Background: an optimization exercise with open tools, aiming at small area, a short achievable clock period and few clock cycles per item. Do not read the settings as production practice.
The RTL was checked by simulation tests, not by an equivalence proof against the original design.
No activity file was given, so power comes from the tool's default toggle rates.

## barnsley
module barnsley #(
    parameter FP_WIDTH = 25,
    parameter FP_INT = 5
    ) (
    input  wire clk,
    input  wire reset,
    output wire [19:0] iter_max,
    input  wire iter_change,
    output reg  done,
    output wire complete,
    output wire signed [FP_WIDTH-1:0] xn,
    output reg  signed [FP_WIDTH-1:0] yn
    );
Settings: LEC_CHECK=0, CAP_MARGIN=20, CORE_MARGIN=2, CORE_UTILIZATION=40, SLEW_MARGIN=20, SYNTH_HIERARCHICAL=1; clock period 15.0 ns.
standard.sh (not shown) runs the stock make flow with config.mk's settings and CLKGATE_MAP_FILE= SYNTH_SCRIPT=/design/flow/synth_recipe.tcl, a recipe that flattens the netlist after the stock synthesis.
==> flow/flow/run.sh <==
#!/bin/bash
set -e
cp standard.sh standard.sh.txt
export SETUP_SLACK_MARGIN=8.5
bash standard.sh > standard.log 2>&1
The starting point produced a clean layout.
Testbench counts at the start, summed over its fixed seeds: cycles 80,000, points 80,000.
Change:
==> flow/flow/run.sh (replaced) <==
#!/bin/bash
set -e
cp standard.sh standard.sh.txt
export SETUP_SLACK_MARGIN=9
bash standard.sh > standard.log 2>&1
PLACE_DENSITY = 0.7   (was unset)
What happened: Via count went up by a few percent; register-to-register slack gains 0.33 ns; area after synthesis is unchanged; clock power rose by a few percent; final cell count climbs slightly; non-clock buffer count rose by 70.
Change:
==> flow/flow/run.sh (replaced) <==
#!/bin/bash
set -e
cp standard.sh standard.sh.txt
export SETUP_SLACK_MARGIN=10
bash standard.sh > standard.log 2>&1
CAP_MARGIN = 50   (was 20)
PLACE_DENSITY = unset   (was 0.7)
SLEW_MARGIN = 75   (was 20)
=>
- total power goes up slightly
- synthesized area does not change
- critical path depth fell by 2
- sequential power is about the same
- design area came out higher by a few percent
- wire length came out higher slightly
- die area does not change
- global-route usage rose by 0.70 points
Change:
==> flow/flow/run.sh (replaced) <==
#!/bin/bash
set -e
cp standard.sh standard.sh.txt
export SETUP_SLACK_MARGIN=9
bash standard.sh > standard.log 2>&1
=> Register-to-register slack got worse by 0.03 ns. Total power falls by 4.9%. Utilization fell by 1.5 points. Sequential share of layout area went up by 0.17 points. Worst hold slack gains 0.0083 ns. Non-clock buffer count decreases by 57. Wire length went down by 2.7%. Clock skew goes down by 0.013 ns. Global-route usage is lower by 0.84 points. Count of clock-buffer cells in the layout goes up by 2.
Change:
==> flow/flow/run.sh (replaced) <==
#!/bin/bash
set -e
cp standard.sh standard.sh.txt
export SETUP_SLACK_MARGIN=9.5
bash standard.sh > standard.log 2>&1
CAP_MARGIN = 20   (was 50)
SLEW_MARGIN = 20   (was 75)
=> The new run ran to the end with no violations; sequential share of layout area is about the same; sequential power stays flat; utilization drops by 0.15 points; area after synthesis is unchanged; synthesized cell count is unchanged; non-clock buffer count drops by 34; via count barely changes.

---

Another version of the RTL of barnsley (not shown whole).
Size in the first run: roughly 3,700 cells after synthesis, ~140 flip-flops, roughly 75 I/O pins.
==> flow/config.mk <==
export PLATFORM = sky130hd
export DESIGN_NAME = barnsley
export DESIGN_NICKNAME = barnsley
export VERILOG_FILES = /design/flow/design.v
export SDC_FILE = /design/flow/constraint.sdc
export NUM_CORES = 4
export LEC_CHECK = 0
export CAP_MARGIN = 50
export CORE_MARGIN = 2
export CORE_UTILIZATION = 40
export SLEW_MARGIN = 75
export SYNTH_HIERARCHICAL = 1
==> flow/constraint.sdc <==
create_clock -name core_clock -period 15.0 [get_ports {clk}]
set_input_delay 3.0000 -clock core_clock [delete_from_list [all_inputs] [get_ports {clk}]]
set_output_delay 3.0000 -clock core_clock [all_outputs]
set_load 0.01 [all_outputs]
==> flow/flow/run.sh <==
#!/bin/bash
set -e
cp standard.sh standard.sh.txt
export SETUP_SLACK_MARGIN=10
bash standard.sh > standard.log 2>&1
The baseline produced a clean layout.
Testbench counts at the start, summed over its fixed seeds: cycles 80,000, points 80,000.
Then changed:
==> flow/run.sh (new file) <==
#!/bin/bash
# synth_recipe.tcl (not shown) runs the flow's synth.tcl, then flattens the netlist and writes it again
# the make line also repeats each setting of config.mk as NAME=value (left out here)
make -C /OpenROAD-flow-scripts/flow DESIGN_CONFIG=/design/flow/config.mk WORK_HOME=/design/flow/orfs CLKGATE_MAP_FILE= SYNTH_SCRIPT=/design/flow/synth_recipe.tcl finish
removed: flow/flow/run.sh
removed: flow/standard.sh
Outcome:
- The new run ran to the end with no violations
- final cell count drops by a few percent
- worst setup slack gets worse by 0.86 ns
- cell area drops by roughly a tenth
- fmax drops by roughly a tenth
- sequential share of layout area climbs by 0.76 points
Then changed:
==> flow/flow/run.sh (new file) <==
#!/bin/bash
set -e
cp standard.sh standard.sh.txt
export SETUP_SLACK_MARGIN=8
bash standard.sh > standard.log 2>&1
==> flow/standard.sh (new file) <==
#!/bin/bash
# synth_recipe.tcl (not shown) runs the flow's synth.tcl, then flattens the netlist and writes it again
# the make line also repeats each setting of config.mk as NAME=value (left out here)
make -C /OpenROAD-flow-scripts/flow DESIGN_CONFIG=/design/flow/config.mk WORK_HOME=/design/flow/orfs CLKGATE_MAP_FILE= SYNTH_SCRIPT=/design/flow/synth_recipe.tcl "${@:-finish}"
removed: flow/run.sh
Result: The changed run passed the timing, design-rule and antenna checks; die area does not change; setup slack improves by 0.30 ns; clock skew barely changes; design area grows by about 1%.
Then changed:
==> flow/flow/run.sh (replaced) <==
#!/bin/bash
set -e
cp standard.sh standard.sh.txt
export SETUP_SLACK_MARGIN=9
bash standard.sh > standard.log 2>&1
- CAP_MARGIN: 50 -> 20
- SLEW_MARGIN: 75 -> 20
Outcome:
- utilization came out higher by 1.2 points
- non-clock buffer count rises by 45
- power rises by 2.9%
- hold slack gets better by 0.0039 ns
- global-route usage rose by 1.8 points
- final area increases by 2.7%
- clock skew rose by 0.029 ns
- cell count climbs by 1.0%

port drivers added, routing unchanged:
In the flow no input, the clock included, has a driving cell. The finished layouts below were timed again as built, in two steps.
Step 1 (the two cells are an assumption about what drives the block):
set clk [get_ports {clk}]
set_driving_cell -lib_cell sky130_fd_sc_hd__clkbuf_16 $clk
set_driving_cell -lib_cell sky130_fd_sc_hd__buf_2 [delete_from_list [all_inputs] $clk]
Step 2 also shifts input and output timing later by t, the mid clock arrival at the registers, as if the neighbouring blocks saw the same clock.
Slacks: ideal ports / drivers / drivers and shift; pairs: ideal ports / drivers.
| run | shift t [ns] | slack for setup (ns) | latest minus earliest clock arrival (ns) |
|---|---|---|---|
| the first run of note 1 | 0.542 | 8.522 / 8.522 / 8.522 | 0.031 / 0.031 |
| the second run of note 1 | 0.542 | 8.848 / 8.848 / 8.728 | 0.013 / 0.013 |
| the third run of note 1 | 0.543 | 8.855 / 8.855 / 8.855 | 0.026 / 0.026 |
| the fourth run of note 1 | 0.538 | 8.827 / 8.827 / 8.692 | 0.013 / 0.013 |
| the fifth run of note 1 | 0.531 | 8.874 / 8.874 / 8.874 | 0.014 / 0.014 |
| the first run of note 2 | 0.581 | 8.672 / 8.672 / 8.672 | 0.045 / 0.046 |
| the second run of note 2 | 0.558 | 7.811 / 7.811 / 7.811 | 0.023 / 0.023 |
| the third run of note 2 | 0.556 | 8.114 / 8.114 / 8.114 | 0.022 / 0.021 |
| the fourth run of note 2 | 0.583 | 8.530 / 8.530 / 8.530 | 0.050 / 0.050 |
After both steps setup and hold are still met in every run listed. The setup slack of the fourth run of note 1, which loses most, moves by 0.000 ns with the drivers and by -0.135 ns with both steps.
